From an optimization exercise on the open Yosys and OpenROAD flow, aimed at small area, a short achievable clock period and few clock cycles; shortcuts taken in it are not production practice.
RTL that was checked went through simulation tests only; none was proved equivalent to the original.
Power is estimated from default activity; no workload was simulated.

==> inputs of try-indigo <==
==> flow/design.v (excerpt) <==
module CONVCOR(
    clk,
    rst_n,
    in_valid,
    in_a,
    in_b,
    in_mode,
    out_valid,
    out
);
input              clk;
input              rst_n;
input              in_valid;
input      [15:0]  in_a;
input      [15:0]  in_b;
input              in_mode;
output reg         out_valid;
output reg [35:0]  out;
reg [15:0] ra0, ra1, ra2, rb0, rb1, rb2;
reg [1:0]  icnt;     
reg        mode;     
reg        busy;     
reg [3:0]  st;       
wire [3:0] cs = busy ? st : 4'd0;
wire       md = busy ? mode : in_mode;
reg  [1:0] ia, ib;
reg        sclr, svld, slast;
always @(*) begin
    ia = 2'd0; ib = 2'd0; sclr = 1'b0; svld = 1'b0; slast = 1'b0;
    if (md) begin
        case (cs)
            4'd0: sclr = 1'b1;
            4'd1: ;
            default: begin svld = 1'b1; slast = 1'b1; end
        endcase
    end else begin
        case (cs)
            4'd0: begin ia = 2'd0; ib = 2'd0; sclr = 1'b1; svld = 1'b1; end   
  ...
clock: 10.0 ns
lec_check: 0
abc_clock_period_in_ps: 3000
cap_margin: 20
core_margin: 2
core_utilization: 35
place_density: 0.55
setup_slack_margin: 5
slew_margin: 20
standard.sh (not shown) runs the stock make flow with config.mk's settings and CLKGATE_MAP_FILE= SYNTH_SCRIPT=/design/flow/synth_recipe.tcl, a recipe that flattens the netlist after the stock synthesis.
==> flow/flow/run.sh <==
#!/bin/bash
set -euo pipefail
SETUP_MARGIN=${SETUP_MARGIN:-6.3}
sed "s/SETUP_SLACK_MARGIN=[0-9.]*/SETUP_SLACK_MARGIN=${SETUP_MARGIN}/" standard.sh > standard_margin.sh
grep -q "SETUP_SLACK_MARGIN=${SETUP_MARGIN}" standard_margin.sh
bash standard_margin.sh > standard.log 2>&1
==> try-delta: changes against try-indigo <==
--- a/flow/design.v
+++ b/flow/design.v
@@ -16,31 +16,27 @@
 input              in_mode;
 output reg         out_valid;
 output reg [35:0]  out;
 reg [15:0] ra0, ra1, ra2, rb0, rb1, rb2;
 reg [1:0]  icnt;     
 reg        mode;     
 reg        busy;     
 reg [3:0]  st;       
-wire [3:0] cs = busy ? st : 4'd0;
 wire       md = busy ? mode : in_mode;
 reg  [1:0] ia, ib;
 reg        sclr, svld, slast;
 always @(*) begin
     ia = 2'd0; ib = 2'd0; sclr = 1'b0; svld = 1'b0; slast = 1'b0;
-    if (md) begin
-        case (cs)
-            4'd0: sclr = 1'b1;
-            4'd1: ;
-            default: begin svld = 1'b1; slast = 1'b1; end
-        endcase
+    if (!busy) begin
+        sclr = 1'b1; svld = ~in_mode;
+    end else if (mode) begin
+        if (st != 4'd1) begin svld = 1'b1; slast = 1'b1; end
     end else begin
-        case (cs)
-            4'd0: begin ia = 2'd0; ib = 2'd0; sclr = 1'b1; svld = 1'b1; end   
+        case (st)
             4'd1: begin ia = 2'd3; ib = 2'd0; sclr = 1'b1; end                
             4'd2: begin ia = 2'd3; ib = 2'd2; svld = 1'b1; end                
             4'd3: begin ia = 2'd1; ib = 2'd3; sclr = 1'b1; end                
             4'd4: begin ia = 2'd1; ib = 2'd1; end                             
             4'd5: begin ia = 2'd1; ib = 2'd2; svld = 1'b1; end                
             4'd6: begin ia = 2'd2; ib = 2'd3; sclr = 1'b1; end                
             4'd7: begin ia = 2'd2; ib = 2'd1; svld = 1'b1; end                
             default: begin ia = 2'd1; ib = 2'd1; sclr = 1'b1; svld = 1'b1; slast = 1'b1; end  
@@ -86,17 +82,17 @@
         busy <= 1'b0;
         vld1 <= 1'b0;
         vld2 <= 1'b0;
         out_valid <= 1'b0;
     end else begin
         if (in_valid)
             icnt <= (icnt == 2'd2) ? 2'd0 : icnt + 2'd1;
         if (step) begin
-            st <= cs + 4'd1;
+            st <= busy ? st + 4'd1 : 4'd1;
             busy <= ~slast;
         end
         vld1 <= step & svld;
         vld2 <= vld1;
         out_valid <= vld2;
     end
 end
 always @(posedge clk) begin
==> flow/flow/run.sh (replaced) <==
#!/bin/bash
# The standard layout (the standard.sh, with the standard synthesis
# unchanged), with two make variables changed:
#  - BUFFER_PORTS_ARGS: every input and output port still gets a buffer, but a
#    plain buffer cell instead of the delay buffer that buffer_ports picks.
# Each tool's output goes to the ORFS logs under orfs/ and to standard.log here.
set -euo pipefail
SETUP_MARGIN=${SETUP_MARGIN:-6.7}
PORT_BUF=${PORT_BUF:-sky130_fd_sc_hd__buf_2}
sed -e "s/SETUP_SLACK_MARGIN=[0-9.]*/SETUP_SLACK_MARGIN=${SETUP_MARGIN} BUFFER_PORTS_ARGS='-buffer_cell ${PORT_BUF}'/" standard.sh > standard_margin.sh
grep -q "SETUP_SLACK_MARGIN=${SETUP_MARGIN} " standard_margin.sh
bash standard_margin.sh > standard.log 2>&1
--- a/flow/config.mk
+++ b/flow/config.mk
@@ -4,11 +4,14 @@
 export VERILOG_FILES = /design/flow/design.v
 export SDC_FILE = /design/flow/constraint.sdc
 export NUM_CORES = 4
 export LEC_CHECK = 0
 export ABC_CLOCK_PERIOD_IN_PS = 3000
 export CAP_MARGIN = 20
 export CORE_MARGIN = 2
 export CORE_UTILIZATION = 35
+export CTS_CLUSTER_DIAMETER = 80
+export CTS_CLUSTER_SIZE = 18
 export PLACE_DENSITY = 0.55
 export SETUP_SLACK_MARGIN = 5
 export SLEW_MARGIN = 20
+export TNS_END_PERCENT = 30
==> try-onyx: changes against try-indigo <==
--- a/flow/design.v
+++ b/flow/design.v
@@ -60,29 +60,35 @@
         2'd1: sb = rb0;
         2'd2: sb = rb1;
         default: sb = rb2;
     endcase
 end
 wire [8:0] ebr = {sb[15:8], 1'b0};
 wire [8:0] ebi = {sb[7:0], 1'b0};
 wire [3:0] br_n_d, br_o_d, br_t_d, bi_n_d, bi_o_d, bi_t_d;
+wire [7:0] nre_d, nim_d;
 genvar gk;
 generate
     for (gk = 0; gk < 4; gk = gk + 1) begin : benc
         assign br_n_d[gk] = ebr[2*gk+2];
         assign br_o_d[gk] = ebr[2*gk+1] ^ ebr[2*gk];
         assign br_t_d[gk] = (ebr[2*gk+2] & ~ebr[2*gk+1] & ~ebr[2*gk]) | (~ebr[2*gk+2] & ebr[2*gk+1] & ebr[2*gk]);
         assign bi_n_d[gk] = ebi[2*gk+2] ^ md;
         assign bi_o_d[gk] = ebi[2*gk+1] ^ ebi[2*gk];
         assign bi_t_d[gk] = (ebi[2*gk+2] & ~ebi[2*gk+1] & ~ebi[2*gk]) | (~ebi[2*gk+2] & ebi[2*gk+1] & ebi[2*gk]);
+        assign nre_d[2*gk]   = br_n_d[gk] ^ ~bi_n_d[gk];
+        assign nre_d[2*gk+1] = br_n_d[gk] & ~bi_n_d[gk];
+        assign nim_d[2*gk]   = bi_n_d[gk] ^ br_n_d[gk];
+        assign nim_d[2*gk+1] = bi_n_d[gk] & br_n_d[gk];
     end
 endgenerate
 reg [7:0] xr, xi;
 reg [3:0] br_n, br_o, br_t, bi_n, bi_o, bi_t;
+reg [7:0] nre, nim;
 reg       clr1, vld1, clr2, vld2;
 wire step = busy | (in_valid & (icnt == 2'd0));
 always @(posedge clk) begin
     if (!rst_n) begin
         icnt <= 2'd0;
         busy <= 1'b0;
         vld1 <= 1'b0;
         vld2 <= 1'b0;
@@ -103,28 +109,20 @@
     if (in_valid & (icnt == 2'd0))
         mode <= in_mode;
     ra0 <= ra1; ra1 <= ra2; ra2 <= in_valid ? in_a : ra0;
     rb0 <= rb1; rb1 <= rb2; rb2 <= in_valid ? in_b : rb0;
     xr <= sa[15:8];
     xi <= sa[7:0];
     br_n <= br_n_d; br_o <= br_o_d; br_t <= br_t_d;
     bi_n <= bi_n_d; bi_o <= bi_o_d; bi_t <= bi_t_d;
+    nre <= nre_d; nim <= nim_d;
     clr1 <= sclr;
     clr2 <= clr1;
 end
-wire [7:0] nre, nim;
-generate
-    for (gk = 0; gk < 4; gk = gk + 1) begin : nrow
-        assign nre[2*gk]   = br_n[gk] ^ ~bi_n[gk];
-        assign nre[2*gk+1] = br_n[gk] & ~bi_n[gk];
-        assign nim[2*gk]   = bi_n[gk] ^ br_n[gk];
-        assign nim[2*gk+1] = bi_n[gk] & br_n[gk];
-    end
-endgenerate
 wire [8:0] sre_xr_br_r0 = (br_o[0] ? {xr[7], xr} : br_t[0] ? {xr, 1'b0} : 9'd0) ^ {9{br_n[0]}};
 wire [8:0] sre_xr_br_r1 = (br_o[1] ? {xr[7], xr} : br_t[1] ? {xr, 1'b0} : 9'd0) ^ {9{br_n[1]}};
 wire [8:0] sre_xr_br_r2 = (br_o[2] ? {xr[7], xr} : br_t[2] ? {xr, 1'b0} : 9'd0) ^ {9{br_n[2]}};
 wire [8:0] sre_xr_br_r3 = (br_o[3] ? {xr[7], xr} : br_t[3] ? {xr, 1'b0} : 9'd0) ^ {9{br_n[3]}};
 wire [8:0] sre_xi_bi_r0 = (bi_o[0] ? {xi[7], xi} : bi_t[0] ? {xi, 1'b0} : 9'd0) ^ {9{~bi_n[0]}};
 wire [8:0] sre_xi_bi_r1 = (bi_o[1] ? {xi[7], xi} : bi_t[1] ? {xi, 1'b0} : 9'd0) ^ {9{~bi_n[1]}};
 wire [8:0] sre_xi_bi_r2 = (bi_o[2] ? {xi[7], xi} : bi_t[2] ? {xi, 1'b0} : 9'd0) ^ {9{~bi_n[2]}};
 wire [8:0] sre_xi_bi_r3 = (bi_o[3] ? {xi[7], xi} : bi_t[3] ? {xi, 1'b0} : 9'd0) ^ {9{~bi_n[3]}};
==> flow/run.sh (new file) <==
#!/bin/bash
# synth_recipe.tcl (not shown) runs the flow's synth.tcl, then flattens the netlist and writes it again
# the make line also repeats each setting of config.mk as NAME=value (left out here)
make -C /OpenROAD-flow-scripts/flow DESIGN_CONFIG=/design/flow/config.mk WORK_HOME=/design/flow/orfs CLKGATE_MAP_FILE= SYNTH_SCRIPT=/design/flow/synth_recipe.tcl finish
removed: flow/flow/run.sh
removed: flow/standard.sh
==> comparison <==
- Against try-onyx, the flip-flop and latch count of try-delta is lower by 16.
- Between try-onyx and try-indigo, the lower die area is in try-indigo (gap about 1.7%, measured against try-indigo).
- Of try-onyx and try-delta, try-onyx has the higher sequential share of layout area (gap 0.34 points).
- try-indigo finished with timing, DRC and antenna clean. try-delta completed without violations. try-onyx completed with no timing, DRC or antenna violations.
- Hold slack: try-onyx < try-indigo < try-delta.
- Combinational power, highest first: try-onyx, try-indigo, try-delta.
- Between try-delta and try-indigo, the lower critical path depth is in try-delta (gap 2).
- Between try-indigo and try-delta, the lower power is in try-delta (gap 10%, measured against try-delta).
- Non-clock buffer count: try-delta is higher than try-onyx (46).
- Design area, lowest first: try-delta, try-indigo, try-onyx.
==> figures <==
metric	try-onyx	try-indigo	try-delta
Clock share of power	0.149	0.158	0.122
1st-iter DRT viols	644	711	657
Total half-perimeter wirelength after legalization and detailed placement	26500 um	24900 um	26000 um
Max Clock Skew	0.0435 ns	0.0436 ns	0.0134 ns
Total internal power	4080 uW	3910 uW	3490 uW
Leakage	0.00725 uW	0.00709 uW	0.00710 uW
Die Span Y	213 um	211 um	211 um
Status	no timing/DRC/antenna violations	no timing/DRC/antenna violations	no timing/DRC/antenna violations
Number of fill cells in the layout	4289	4123	4171
Total Routed Length	37600 um	35300 um	37000 um
Max Freq	0.242 GHz	0.279 GHz	0.299 GHz
Site row count	76	75	75
DR pass1 iterations	5	7	6
Synth Area in Compound Gates	0.130	0.135	0.127
Met3 GRT Util	0.0260	0.0257	0.0201
DP Worst Slack	5.94 ns	5.70 ns	6.10 ns
FF+latch count, synth	265	249	249
Reg2reg path depth	10	10	8
Tot GR Track Use	0.173	0.163	0.166
Non-Clock Inverter Count	141	154	135
Testbench counts of try-delta, summed over its fixed seeds: cycles 16,262.
Testbench counts of try-onyx, summed over its fixed seeds: cycles 16,262.
Only the layout flow was run in try-indigo; the RTL was not checked for function there.

==> run a <==
CONVCOR with an RTL version that a note above also has.
==> flow/config.mk <==
export PLATFORM = sky130hd
export DESIGN_NAME = CONVCOR
export DESIGN_NICKNAME = CONVCOR
export VERILOG_FILES = /design/flow/design.v
export SDC_FILE = /design/flow/constraint.sdc
export NUM_CORES = 4
export LEC_CHECK = 0
export ABC_CLOCK_PERIOD_IN_PS = 3000
export CAP_MARGIN = 20
export CORE_MARGIN = 2
export CORE_UTILIZATION = 35
export PLACE_DENSITY = 0.55
export SETUP_SLACK_MARGIN = 5
export SLEW_MARGIN = 20
==> flow/constraint.sdc <==
create_clock -name core_clock -period 10.0 [get_ports {clk}]
set_input_delay 2.0000 -clock core_clock [delete_from_list [all_inputs] [get_ports {clk}]]
set_output_delay 2.0000 -clock core_clock [all_outputs]
set_load 0.01 [all_outputs]
==> flow/flow/run.sh <==
#!/bin/bash
# The standard layout (the standard.sh, with the standard synthesis
# unchanged), with two make variables changed:
#  - BUFFER_PORTS_ARGS: every input and output port still gets a buffer, but a
#    plain buffer cell instead of the delay buffer that buffer_ports picks.
# Each tool's output goes to the ORFS logs under orfs/ and to standard.log here.
set -euo pipefail
SETUP_MARGIN=${SETUP_MARGIN:-6.6}
PORT_BUF=${PORT_BUF:-sky130_fd_sc_hd__buf_2}
sed -e "s/SETUP_SLACK_MARGIN=[0-9.]*/SETUP_SLACK_MARGIN=${SETUP_MARGIN} BUFFER_PORTS_ARGS='-buffer_cell ${PORT_BUF}'/" standard.sh > standard_margin.sh
grep -q "SETUP_SLACK_MARGIN=${SETUP_MARGIN} " standard_margin.sh
bash standard_margin.sh > standard.log 2>&1
==> inputs of run b, as changes to run a <==
--- a/flow/design.v
+++ b/flow/design.v
@@ -19,21 +19,25 @@
 reg [15:0] ra0, ra1, ra2, rb0, rb1, rb2;
 reg [1:0]  icnt;     
 reg        mode;     
 reg        busy;     
 reg [3:0]  st;       
+wire [3:0] cs = busy ? st : 4'd0;
 wire       md = busy ? mode : in_mode;
 reg  [1:0] ia, ib;
 reg        sclr, svld, slast;
 always @(*) begin
     ia = 2'd0; ib = 2'd0; sclr = 1'b0; svld = 1'b0; slast = 1'b0;
-    if (!busy) begin
-        sclr = 1'b1; svld = ~in_mode;
-    end else if (mode) begin
-        if (st != 4'd1) begin svld = 1'b1; slast = 1'b1; end
+    if (md) begin
+        case (cs)
+            4'd0: sclr = 1'b1;
+            4'd1: ;
+            default: begin svld = 1'b1; slast = 1'b1; end
+        endcase
     end else begin
-        case (st)
+        case (cs)
+            4'd0: begin ia = 2'd0; ib = 2'd0; sclr = 1'b1; svld = 1'b1; end   
             4'd1: begin ia = 2'd3; ib = 2'd0; sclr = 1'b1; end                
             4'd2: begin ia = 2'd3; ib = 2'd2; svld = 1'b1; end                
             4'd3: begin ia = 2'd1; ib = 2'd3; sclr = 1'b1; end                
             4'd4: begin ia = 2'd1; ib = 2'd1; end                             
             4'd5: begin ia = 2'd1; ib = 2'd2; svld = 1'b1; end                
@@ -85,11 +89,11 @@
         out_valid <= 1'b0;
     end else begin
         if (in_valid)
             icnt <= (icnt == 2'd2) ? 2'd0 : icnt + 2'd1;
         if (step) begin
-            st <= busy ? st + 4'd1 : 4'd1;
+            st <= cs + 4'd1;
             busy <= ~slast;
         end
         vld1 <= step & svld;
         vld2 <= vld1;
         out_valid <= vld2;
==> flow/flow/run.sh (replaced) <==
#!/bin/bash
set -euo pipefail
SETUP_MARGIN=${SETUP_MARGIN:-6.6}
sed "s/SETUP_SLACK_MARGIN=[0-9.]*/SETUP_SLACK_MARGIN=${SETUP_MARGIN}/" standard.sh > standard_margin.sh
grep -q "SETUP_SLACK_MARGIN=${SETUP_MARGIN}" standard_margin.sh
bash standard_margin.sh > standard.log 2>&1
==> inputs of run c, as changes to run a <==
--- a/flow/design.v
+++ b/flow/design.v
@@ -19,21 +19,25 @@
 reg [15:0] ra0, ra1, ra2, rb0, rb1, rb2;
 reg [1:0]  icnt;     
 reg        mode;     
 reg        busy;     
 reg [3:0]  st;       
+wire [3:0] cs = busy ? st : 4'd0;
 wire       md = busy ? mode : in_mode;
 reg  [1:0] ia, ib;
 reg        sclr, svld, slast;
 always @(*) begin
     ia = 2'd0; ib = 2'd0; sclr = 1'b0; svld = 1'b0; slast = 1'b0;
-    if (!busy) begin
-        sclr = 1'b1; svld = ~in_mode;
-    end else if (mode) begin
-        if (st != 4'd1) begin svld = 1'b1; slast = 1'b1; end
+    if (md) begin
+        case (cs)
+            4'd0: sclr = 1'b1;
+            4'd1: ;
+            default: begin svld = 1'b1; slast = 1'b1; end
+        endcase
     end else begin
-        case (st)
+        case (cs)
+            4'd0: begin ia = 2'd0; ib = 2'd0; sclr = 1'b1; svld = 1'b1; end   
             4'd1: begin ia = 2'd3; ib = 2'd0; sclr = 1'b1; end                
             4'd2: begin ia = 2'd3; ib = 2'd2; svld = 1'b1; end                
             4'd3: begin ia = 2'd1; ib = 2'd3; sclr = 1'b1; end                
             4'd4: begin ia = 2'd1; ib = 2'd1; end                             
             4'd5: begin ia = 2'd1; ib = 2'd2; svld = 1'b1; end                
@@ -85,11 +89,11 @@
         out_valid <= 1'b0;
     end else begin
         if (in_valid)
             icnt <= (icnt == 2'd2) ? 2'd0 : icnt + 2'd1;
         if (step) begin
-            st <= busy ? st + 4'd1 : 4'd1;
+            st <= cs + 4'd1;
             busy <= ~slast;
         end
         vld1 <= step & svld;
         vld2 <= vld1;
         out_valid <= vld2;
==> flow/flow/run.sh (replaced) <==
#!/bin/bash
set -euo pipefail
SETUP_MARGIN=${SETUP_MARGIN:-6.6}
sed "s/SETUP_SLACK_MARGIN=[0-9.]*/SETUP_SLACK_MARGIN=${SETUP_MARGIN}/" standard.sh > standard_margin.sh
grep -q "SETUP_SLACK_MARGIN=${SETUP_MARGIN}" standard_margin.sh
bash standard_margin.sh > standard.log 2>&1
Settings changed: CORE_UTILIZATION 35 to 50, PLACE_DENSITY 0.55 to 0.7.
==> inputs of run d, as changes to run a <==
Settings changed: CORE_UTILIZATION 35 to 40, CTS_CLUSTER_DIAMETER set to 80, CTS_CLUSTER_SIZE set to 18, PLACE_DENSITY 0.55 to 0.62.
==> notes <==
The highest cell count belongs to run b, the lowest to run c.
Against run b, the setup slack of run a is better by 0.046 ns.
In sequential cell count, run a and run b do not differ.
Core utilization, highest first: run c, run d, run b, run a.
Between run c and run a, the lower synthesized cell count is in run a (gap 0.33%, measured against run a).
Against run c, the area after synthesis of run a is lower by 0.34%.
==> figures <==
quantity                                                 run a      run c      run b      run d
Cts bufs inserted                                           28         26         28         20
Horizontal die dimension                                211 µm     177 µm     211 µm     197 µm
Per-cell via count in the routed design                   4.95       5.47       5.02       5.17
Met2 wire len                                         16100 µm   16000 µm   17200 µm   15500 µm
Worst path required time                              10.43 ns   10.43 ns   10.43 ns   10.38 ns
Cell-internal power                                    3.69 mW    3.98 mW    4.01 mW    3.47 mW
Final critical-path setup slack                        6.73 ns    6.68 ns    6.68 ns    6.64 ns
Number of inserted filler cells in the final layout       4108       2478       4097       3446
Standard cell core area                              42000 µm²  29600 µm²  42100 µm²  36700 µm²
Status                        no timing/DRC/antenna violations  no timing/DRC/antenna violations  no timing/DRC/antenna violations  no timing/DRC/antenna violations
Multi-input logic area                                9070 µm²   9050 µm²   9070 µm²   9050 µm²
Measured slew at the worst slew-check pin              1.03 ns   0.869 ns   0.912 ns   0.876 ns
Routed Wire Length                                    36200 µm   33300 µm   37500 µm   34900 µm
Testbench counts of run a, summed over its fixed seeds: cycles 16,262.
Testbench counts of run d, summed over its fixed seeds: cycles 16,262.
No functional check of the RTL was part of run b and run c.

-- what the ideal ports hide --
The results above use ideal ports. As a check the final layouts listed here were re-extracted and re-timed, cells and wires unchanged. Step 1, drivers: a clkbuf_16 drives clk and a buf_2 each remaining input, both assumed. Step 2 adds t to the input delays and takes it off the output delays; t is the mean of the earliest and latest rising clock arrival at the registers after step 1. Input paths then give back, and output paths get back, about the clock's delay inside the block. Slacks: ideal ports / drivers / drivers and shift; pairs: ideal ports / drivers.
run | shift t [ns] | slack for setup (ns) | clock arrival spread, ns
try-indigo | 0.619 | 6.421 / 6.421 / 5.847 | 0.044 / 0.044
try-delta | 0.567 | 6.658 / 6.658 / 6.403 | 0.014 / 0.013
try-onyx | 0.623 | 5.870 / 5.870 / 5.870 | 0.044 / 0.044
run a | 0.619 | 6.728 / 6.728 / 6.227 | 0.034 / 0.035
run b | 0.611 | 6.682 / 6.673 / 6.135 | 0.029 / 0.028
run c | 0.605 | 6.683 / 6.683 / 6.151 | 0.016 / 0.015
run d | 0.566 | 6.641 / 6.641 / 6.222 | 0.018 / 0.017
After both steps every run listed still meets setup and hold. The setup slack of try-indigo, which loses most, moves by 0.000 ns with the drivers and by -0.574 ns with both steps.
